This is an optimization exercise on Yosys and OpenROAD, whose aim is small area and a short achievable clock period, not a production implementation. Only simulation tests tie the RTL to the original design; equivalence was not proved.

## flow/design.v (module list and top-level ports; edited modules follow where they fit)
// module iir: 1474 lines
// module iir_fa: 4 lines
// module iir_ha: 4 lines
// module iir_aoi21: 3 lines
// module iir_oai21: 3 lines
// module iir_nand2: 3 lines
// module iir_nor2: 3 lines
// module iir_inv: 3 lines
module iir(
    input signed [31:0] x,
    input clk,
    input reset,
    output signed [31:0] y
    );
  // ...
==> flow/flow/run.sh <==
#!/bin/bash
# The standard ORFS layout with extra make settings:
#   BUFFER_PORTS_ARGS="-buffer_cell sky130_fd_sc_hd__buf_2" ABC_LOAD_IN_FF=1 CTS_ARGS="-sink_clustering_enable -repair_clock_nets -dont_use_dummy_load"
# Each ORFS step keeps its full log under orfs/logs; make's own output goes to flow.log.
set -o pipefail
bash standard.sh BUFFER_PORTS_ARGS="-buffer_cell sky130_fd_sc_hd__buf_2" ABC_LOAD_IN_FF=1 CTS_ARGS="-sink_clustering_enable -repair_clock_nets -dont_use_dummy_load" finish > flow.log 2>&1
==> flow/standard.sh <==
#!/bin/bash
# synth_recipe.tcl (not shown) runs the flow's synth.tcl, then flattens the netlist and writes it again
# the make line also repeats each setting of config.mk as NAME=value (left out here)
make -C /OpenROAD-flow-scripts/flow DESIGN_CONFIG=/design/flow/config.mk WORK_HOME=/design/flow/orfs CLKGATE_MAP_FILE= SYNTH_SCRIPT=/design/flow/synth_recipe.tcl "${@:-finish}"
==> flow/config.mk <==
export PLATFORM = sky130hd
export DESIGN_NAME = iir
export DESIGN_NICKNAME = iir
export VERILOG_FILES = /design/flow/design.v
export SDC_FILE = /design/flow/constraint.sdc
export NUM_CORES = 4
export LEC_CHECK = 0
export CAP_MARGIN = 20
export CORE_MARGIN = 2
export CORE_UTILIZATION = 70
export SETUP_SLACK_MARGIN = 4
export SLEW_MARGIN = 20
export SYNTH_HIERARCHICAL = 1
==> flow/constraint.sdc <==
create_clock -name core_clock -period 11.0 [get_ports {clk}]
set_input_delay 2.2000 -clock core_clock [delete_from_list [all_inputs] [get_ports {clk}]]
set_output_delay 2.2000 -clock core_clock [all_outputs]
set_load 0.01 [all_outputs]
==> impl_metrics.csv, run 1 <==
group,metric,value,unit
run_status,run_status,"complete, no violations",
clocking,cts_resized,5,
global_route,grt_antenna_before_repair,0,
place,placed_area,0.00724,sq mm
place,dpl.cell_count,858,
yosys,synth_xor_xnor_area_share,0.118,
yosys,netlist_top_cells_area,"fa_1 26%, dfrtp_1 24%, ha_1 17%, a21oi_1 8.7%, xnor2_1 7.1%",
critical_path,required,8.80,ns
global_route,grt_max_degree,65,
place,io_buffer_count,65,
yosys,ys_seq_elements,64,
yosys,synth_compound_area_frac,0.127,
yosys,ys_top_cells_by_count,"117 x a21oi_1, 91 x ha_1, 88 x fa_1",
yosys,netlist_instances,665,
layout,n_all_inverters,66,
routing,drc,0,
sta,final.min_clock_period,6.91,ns
routing,m1WireLength,6570,um
hold_path,min_from,"s1[0]$_DFF_PP0_",
layout,seq_share,0.213,
global_route,gr-total-overflow,0,
place,dp_slack,3.71,ns
layout,instances_no_fill,871,
critical_path,rr_startpoint,"s1[5]$_DFF_PP0_",
die,dieWidth,102,um
critical_path,critPathArrivalTime,4.71,ns
die,coreArea,0.00933,sq mm
yosys,syn_area,0.00676,sq mm
hold_path,whs_endpoint,"r2[0]$_DFF_PP0_",
yosys,synth-simple-area-share,0.0511,
==> run 2: changes to the inputs <==
==> flow/flow/run.sh (replaced) <==
#!/bin/bash
# The standard ORFS layout with extra make settings:
#   BUFFER_PORTS_ARGS="-buffer_cell sky130_fd_sc_hd__buf_2" ABC_LOAD_IN_FF=1 CTS_ARGS="-sink_clustering_enable -repair_clock_nets -dont_use_dummy_load -buf_list sky130_fd_sc_hd__clkbuf_4"
# Each ORFS step keeps its full log under orfs/logs; make's own output goes to flow.log.
set -o pipefail
bash standard.sh BUFFER_PORTS_ARGS="-buffer_cell sky130_fd_sc_hd__buf_2" ABC_LOAD_IN_FF=1 CTS_ARGS="-sink_clustering_enable -repair_clock_nets -dont_use_dummy_load -buf_list sky130_fd_sc_hd__clkbuf_4" finish > flow.log 2>&1
==> run 2 against run 1 <==
Compared with the run above: cell count shrank 0.11%; first-iteration DRC count down 6.3%; routed wire length fell by 1.9%; flip-flop and latch count unchanged; core utilization is 0.80 points lower; largest cell class unchanged; highest routed layer unchanged.
==> impl_metrics.csv, run 2 <==
group,metric,value,unit
critical_path,worstPathMaxFanout,4,
sta,fin_setup_tns,0,ns
routing,wl,15700,um
yosys,netlist_instances,665,
global_route,track_usage,0.327,
yosys,syn_area,0.00676,sq mm
critical_path,rr_startpoint,"s1[3]$_DFF_PP0_",
yosys,netlist_top_cells_area,"fa_1 26%, dfrtp_1 24%, ha_1 17%, a21oi_1 8.7%, xnor2_1 7.1%",
yosys,synthMuxAreaShare,0,
layout,area_delta_synth_final,9.86,%
sta,worst_pin_slew,0.856,ns
yosys,synth_xor_xnor_area_share,0.118,
routing,vias,5011,
critical_path,cp_num_cells,13,
place,dp_slack,3.71,ns
layout,drive_gt1_frac,0.136,
critical_path,reg2regPathDepth,20,
layout,multiInputGateArea,0.00500,sq mm
yosys,synth_area_leader_cell,"fa_1",
routing,wl_per_cell,18.0,um
clocking,htreeDepth,3,
layout,nets,956,
routing,first_iter_violations,165,
sta,final_max_slew_viol_count,0,
yosys,synth_top_area_share,0.260,
global_route,grt_pass1_wl,25500,um
yosys,ys.flop_type,"dfrtp_1",
yosys,yosysUniqueCellTypes,11,
yosys,ys_seq_area_frac,0.237,
die,initial_core_util,0.725,
yosys,synth_fp_nets,878,
critical_path,critical_path.startpoint,"x[2]",
routing,viasPerCell,5.76,
sta,final.min_clock_period,6.96,ns
critical_path,cp-endpoint,"y[17]",
layout,stdcell_area,0.00743,sq mm
place,placed_area,0.00724,sq mm
critical_path,worstReg2RegEnd,"s1[31]$_DFF_PP0_",
layout,final_cell_mix,"100 x a21oi_1, 91 x ha_1, 88 x fa_1, 65 x inv_1, 65 x buf_2",
clocking,clk_latency,0.43,ns
sta,setup_violations,0,
global_route,grt_antenna_before_repair,0,
yosys,synth_edf_count,0,
critical_path,path_cells,"buf_2 -> fa_1 -> ha_1 -> nand2_1 -> inv_1 -> a21oi_4 -> inv_1 -> a21oi_2 -> buf_4 -> o21ai_1 -> a21oi_1 -> xnor2_1 -> buf_2",
yosys,avgSynthCellArea,10.2,sq um
sta,setup_slack,4.04,ns
routing,drc,0,
sta,relSlewSlack,0.429,
yosys,ys_top_cells_by_count,"117 x a21oi_1, 91 x ha_1, 88 x fa_1",
global_route,grt_pass1_vias,5304,
yosys,ys_seq_elements,64,
place,gp_congestion,0.948,
yosys,yosysWarnings,7,
sta,hold_viol,0,
die,die_h,102,um
sta,max_freq,0.144,GHz
clocking,cts_tree,"built",
critical_path,required,8.80,ns
routing,drt-pass1-iter-count,5,
critical_path,crit_family,"adder cells",
clocking,ctsHoldBuffers,0,
yosys,synth_fa_ha_area_frac,0.429,
die,io-pin-count,66,
critical_path,critical_path.startpoint_type,"input pin",
yosys,synth-simple-area-share,0.0511,
clocking,cts_sinks,64,
layout,seqCellArea,0.00160,sq mm
sta,rsz0062_at_grt,"true",
critical_path,crit_path_max_incr_delay,0.46,ns
sta,finalClockSkew,0.0172,ns
critical_path,critPathArrivalTime,4.76,ns
critical_path,cp_num_buf_inv,5,
clocking,path_clk_slew,0.09,ns
die,coreArea,0.00933,sq mm
run_status,run_status,"complete, no violations",
yosys,ys_async_sr_fraction,1.00,
critical_path,crit_slowest_cell,"fa_1",
layout,layout_commonest_cell,"a21oi_1",
critical_path,critPathKind,"in -> out",
global_route,grt_max_degree,65,
routing,final_antenna_net_count,0,
yosys,synth_compound_area_frac,0.127,
hold_path,min_path_type,"reg -> reg",
layout,diodes,0,
place,dp_hpwl,13100,um
clocking,cts_made_buffers,9,
yosys,yosysMostFrequentCell,"a21oi_1",
critical_path,regToRegSetupSlack,5.81,ns
die,dieWidth,102,um
die,rows,35,
run,cap_viol_max_count,0,
sta,hold_ws,0.477,ns
layout,num-fill-cells,636,
hold_path,hold_depth,0,
place,io_buffer_count,65,
critical_path,endpoint_kind,"output port",
clocking,clockBufferDepth,2,
global_route,gr-total-overflow,0,
die,floorplan.die_area,0.0105,sq mm
sta,finalCritPeriodShare,0.633,
clocking,cts-root-buf,"clkbuf_4",
layout,reg_top3,"r2 (32), s1 (32)",
yosys,synth_top_family_by_area,"adder cells",
-- run 2: cell counts after synthesis --
No cell type changed its count.
-- run 2: area by class of cell --
| cell class | instances | area share |
|---|---|---|
| Multi-Input combinational cell | 533 | 0.672 |
| Tap cell | 129 | 0.0217 |
| Inverter | 66 | 0.0333 |
| Sequential cell | 64 | 0.216 |
| Timing Repair Buffer | 69 | 0.0478 |
| Clock buffer | 9 | 0.00909 |
-- run 2: timing repair --
item / 4_1_cts / 5_1_grt
setup buffers: 0 / 3
pin swaps: 0 / 5
endpoints found under the setup margin: 3 / 8
gates resized for setup: 5 / 18
-- run 2: stage by stage --
stage                util  std cells
floorplan               -        665
global placement    0.776        858
global route        0.797        870
detailed placement  0.776        858
finish              0.797        870
CTS                 0.786        867
-- run 2: worst min-delay path by stage --
stage,startpoint,slack (ns),endpoint
5_1_grt,s1[0]$_DFF_PP0_,0.50,r2[0]$_DFF_PP0_
3_5_place_dp,s1[0]$_DFF_PP0_,0.46,r2[0]$_DFF_PP0_
2_1_floorplan,s1[0]$_DFF_PP0_,0.42,r2[0]$_DFF_PP0_
3_3_place_gp,s1[0]$_DFF_PP0_,0.45,r2[0]$_DFF_PP0_
4_1_cts,s1[0]$_DFF_PP0_,0.49,r2[0]$_DFF_PP0_
6_report,s1[0]$_DFF_PP0_,0.48,r2[0]$_DFF_PP0_
-- run 2: modules after synthesis, one instance, submodules excluded --
module,times used,flip-flops and latches,area (sq um),cells inside
iir_nand2,60,0,3.75,1
iir_nor2,32,0,3.75,1
iir_inv,32,0,3.75,1
iir_fa,88,0,20.0,1
iir_ha,89,0,12.5,1
iir_oai21,54,0,5.00,1
iir_aoi21,117,0,5.00,1
iir,1,64,2570,193
-- run 2: cell families (layout without fill, tap and decap cells) --
group | after synthesis | count (layout)
fa+ha+maj | 179 | 179
simple gates | 92 | 92
compound gates | 171 | 171
buf+inv | 68 | 144
xor+xnor | 91 | 91
flops | 64 | 64
-- run 2: worst register-to-register path, delay by kind of cell, from the launching register on --
kind	cells	cell delay, ns
compound gates	10	2.20
xor+xnor	2	0.35
fa+ha+maj	4	1.64
buf+inv	3	0.33
flops	1	0.47
simple gates	1	0.11
-- run 2: routing by layer --
layer	track usage	vias up	routed length (um)
met1	0.402	2453	6450
met4	0.128	0	459
met5	0	-	0
met3	0.0636	36	704
met2	0.569	156	8070
li1	-	2366	-
==> run 3: changes to the inputs <==
==> flow/flow/run.sh (replaced) <==
#!/bin/bash
# The standard ORFS layout with three extra make settings:
#  - the port buffers are buf_2 cells instead of the delay cells that
#    buffer_ports picks by default;
#  - ABC maps the small leaf modules for a 1 fF load, so they start at the
#    smallest drive strength and the resizer upsizes only what timing needs;
#  - clock tree synthesis adds no dummy loads (its default arguments
#    otherwise).
# Each ORFS step keeps its full log under orfs/logs; make's own output goes
# to flow.log.
set -o pipefail
bash standard.sh BUFFER_PORTS_ARGS="-buffer_cell sky130_fd_sc_hd__buf_2" ABC_LOAD_IN_FF=1 \
  CTS_ARGS="-sink_clustering_enable -repair_clock_nets -dont_use_dummy_load" finish > flow.log 2>&1
==> run 3 against run 2 <==
Compared with the run above: die area did not move; sequential share of layout area decreased by 0.22 points; synthesized cell count is the same; synthesized area unchanged; largest cell class unchanged; highest routed layer unchanged.
==> impl_metrics.csv, run 3 <==
group,metric,value,unit
run_status,run_status,"complete, no violations",
yosys,netlist_instances,665,
die,floorplan.die_area,0.0105,sq mm
layout,nets,957,
routing,viasPerCell,5.83,
place,gp_congestion,0.948,
sta,fin_setup_tns,0,ns
die,coreArea,0.00933,sq mm
layout,stdcell_area,0.00750,sq mm
critical_path,cp_num_cells,14,
critical_path,cp_num_buf_inv,6,
routing,first_iter_violations,176,
clocking,cts_made_buffers,9,
global_route,grt_antenna_before_repair,0,
sta,relSlewSlack,0.430,
critical_path,path_cells,"buf_2 -> fa_1 -> ha_1 -> nand2_1 -> inv_1 -> a21oi_4 -> inv_1 -> a21oi_4 -> inv_1 -> a21oi_2 -> inv_1 -> a21oi_1 -> xnor2_1 -> buf_2",
place,placed_area,0.00724,sq mm
clocking,clockBufferDepth,2,
routing,final_antenna_net_count,0,
yosys,synth_fp_nets,878,
layout,num-fill-cells,620,
global_route,grt_pass1_wl,25800,um
global_route,grt_max_degree,65,
sta,hold_viol,0,
critical_path,regToRegSetupSlack,5.82,ns
yosys,avgSynthCellArea,10.2,sq um
sta,finalClockSkew,0.00907,ns
yosys,syn_area,0.00676,sq mm
routing,drc,0,
layout,postLayoutCoreUtil,0.805,
layout,area_delta_synth_final,11.0,%
place,dp_slack,3.71,ns
yosys,yosysUniqueCellTypes,11,
yosys,netlist_top_cells_area,"fa_1 26%, dfrtp_1 24%, ha_1 17%, a21oi_1 8.7%, xnor2_1 7.1%",
die,rows,35,
critical_path,endpoint_kind,"output port",
layout,layout_commonest_cell,"a21oi_1",
critical_path,rr_startpoint,"s1[5]$_DFF_PP0_",
routing,vias,5075,
clocking,ctsHoldBuffers,0,
global_route,gr-total-overflow,0,
sta,max_freq,0.145,GHz
critical_path,crit_slowest_cell,"fa_1",
sta,setup_violations,0,
layout,drive_gt1_frac,0.139,
yosys,yosysMostFrequentCell,"a21oi_1",
yosys,ys_seq_elements,64,
clocking,cts_sinks,64,
critical_path,crit_path_max_incr_delay,0.46,ns
sta,final_max_slew_viol_count,0,
critical_path,crit_family,"adder cells",
sta,hold_ws,0.471,ns
critical_path,cp-endpoint,"y[25]",
routing,drt-pass1-iter-count,5,
run,cap_viol_max_count,0,
die,initial_core_util,0.725,
hold_path,min_path_type,"reg -> reg",
clocking,cts_tree,"built",
place,io_buffer_count,65,
critical_path,required,8.80,ns
sta,worst_pin_slew,0.855,ns
yosys,synth_edf_count,0,
yosys,ys_seq_area_frac,0.237,
global_route,track_usage,0.329,
yosys,ys_async_sr_fraction,1.00,
clocking,clk_latency,0.35,ns
yosys,ys_top_cells_by_count,"117 x a21oi_1, 91 x ha_1, 88 x fa_1",
yosys,synth_top_area_share,0.260,
critical_path,critical_path.startpoint_type,"input pin",
critical_path,worstReg2RegEnd,"s1[31]$_DFF_PP0_",
layout,diodes,0,
routing,wl_per_cell,18.4,um
critical_path,critical_path.startpoint,"x[2]",
critical_path,worstPathMaxFanout,4,
layout,final_cell_mix,"100 x a21oi_1, 91 x ha_1, 88 x fa_1, 65 x inv_1, 65 x buf_2",
critical_path,reg2regPathDepth,20,
layout,reg_top3,"r2 (32), s1 (32)",
die,io-pin-count,66,
clocking,cts-root-buf,"clkbuf_8",
sta,setup_slack,4.09,ns
yosys,yosysWarnings,7,
sta,finalCritPeriodShare,0.628,
clocking,htreeDepth,3,
yosys,ys.flop_type,"dfrtp_1",
sta,rsz0062_at_grt,"true",
die,dieWidth,102,um
critical_path,crit_top_cell,"inv_1",
sta,final.min_clock_period,6.91,ns
clocking,path_clk_slew,0.06,ns
place,dp_hpwl,13100,um
yosys,synth_area_leader_cell,"fa_1",
global_route,grt_pass1_vias,5339,
routing,wl,16000,um
critical_path,critPathArrivalTime,4.71,ns
die,die_h,102,um
critical_path,critPathKind,"in -> out",
[run 3: cell types whose count changed in the layout (fill, tap and decap cells not counted), sizes merged]
cell	delta
buf	+1
[run 3: layout make-up]
class                           count  area (sq um)  share of cell area
Inverter                           66           248              0.0330
Timing Repair Buffer               70           363              0.0483
Clock buffer                        9           124              0.0165
Multi-Input combinational cell    533          5010               0.667
Tap cell                          129           161              0.0215
Sequential cell                    64          1600               0.213
[run 3: repair_timing]
action / in CTS / in global routing
pin swaps: 0 / 5
buffers inserted: 0 / 4
endpoints found under the setup margin: 3 / 10
resized for setup: 5 / 20
[run 3: per-module statistics from Yosys, one instance, submodules excluded]
module | area (sq um) | times used | flops+latches | cells inside
iir | 2570 | 1 | 64 | 193
iir_aoi21 | 5.00 | 117 | 0 | 1
iir_fa | 20.0 | 88 | 0 | 1
iir_ha | 12.5 | 89 | 0 | 1
iir_inv | 3.75 | 32 | 0 | 1
iir_nand2 | 3.75 | 60 | 0 | 1
iir_nor2 | 3.75 | 32 | 0 | 1
iir_oai21 | 5.00 | 54 | 0 | 1
[run 3: worst reg2reg max path, stage by stage, from the launching register on]
cell and delay, ns:
dfrtp_1 0.47, fa_1 0.53, ha_1 0.36, nand2_1 0.11
o21ai_1 0.26, a21oi_2 0.09, inv_1 0.14, a21oi_1 0.09
xnor2_1 0.35, fa_1 0.49, ha_1 0.34, nand2_1 0.08
nor2_1 0.18, nand2_1 0.10, o21ai_2 0.28, inv_1 0.13
o21ai_1 0.34, a21oi_1 0.21, o21ai_1 0.24, a21oi_1 0.11
xor2_1 0.16
[run 3: cells by family (layout without fill, tap and decap cells)]
family                   after synthesis  in the layout  synth area share
XOR/XNOR                              91             91             0.118
AO/OA/AOI/OAI                        171            171             0.127
buffers and inverters                 68            145            0.0389
AND/OR/NAND/NOR                       92             92            0.0511
flip-flops                            64             64             0.237
adder cells (fa/ha/maj)              179            179             0.429
[run 3: how the worst min path moves through the flow]
stage	from	endpoint	slack [ns]	depth (start not counted)
2_1_floorplan	s1[0]$_DFF_PP0_	r2[0]$_DFF_PP0_	0.42	0
3_3_place_gp	s1[0]$_DFF_PP0_	r2[0]$_DFF_PP0_	0.45	0
3_5_place_dp	s1[0]$_DFF_PP0_	r2[0]$_DFF_PP0_	0.46	0
4_1_cts	s1[0]$_DFF_PP0_	r2[0]$_DFF_PP0_	0.48	0
5_1_grt	s1[0]$_DFF_PP0_	r2[0]$_DFF_PP0_	0.49	0
6_report	s1[0]$_DFF_PP0_	r2[0]$_DFF_PP0_	0.47	0
[run 3: per-layer routing]
layer | vias up | share of wire | global-route usage
li1 | 2364 | - | -
met1 | 2511 | 0.41 | 0.411
met2 | 169 | 0.52 | 0.577
met3 | 31 | 0.043 | 0.0561
met4 | 0 | 0.027 | 0.122
met5 | - | 0 | 0
[run 3: per-stage QoR]
step           instances
2_1_floorplan        665
3_3_place_gp         858
3_5_place_dp         858
4_1_cts              867
5_1_grt              871
6_report             871

afterwards: timing with drivers on the ports:
In the flow no input, the clock included, has a driving cell. The finished layouts below were timed again as built, in two steps. Step 1 sets driving cells, clkbuf_16 on the clock port and buf_2 on the other inputs (assumed; they add their load-dependent delay and slew). Step 2 moves the port delays by t, midway between the first and last clock arrival at a register: inputs arrive t later, outputs are due t later. That takes back most of the time a late clock gives input paths. Slacks: ideal ports / drivers / drivers and shift; pairs: ideal ports / drivers.
run	shift t [ns]	setup slack, ns	clock arrival spread, ns	slew at the worst register clock pin (ns)
run 1	0.377	4.094 / 4.075 / 3.965	0.009 / 0.009	0.07 / 0.07
run 2	0.458	4.041 / 4.022 / 3.965	0.017 / 0.018	0.11 / 0.11
run 3	0.377	4.094 / 4.075 / 3.965	0.009 / 0.009	0.07 / 0.07
After both steps every run listed still meets setup and hold.
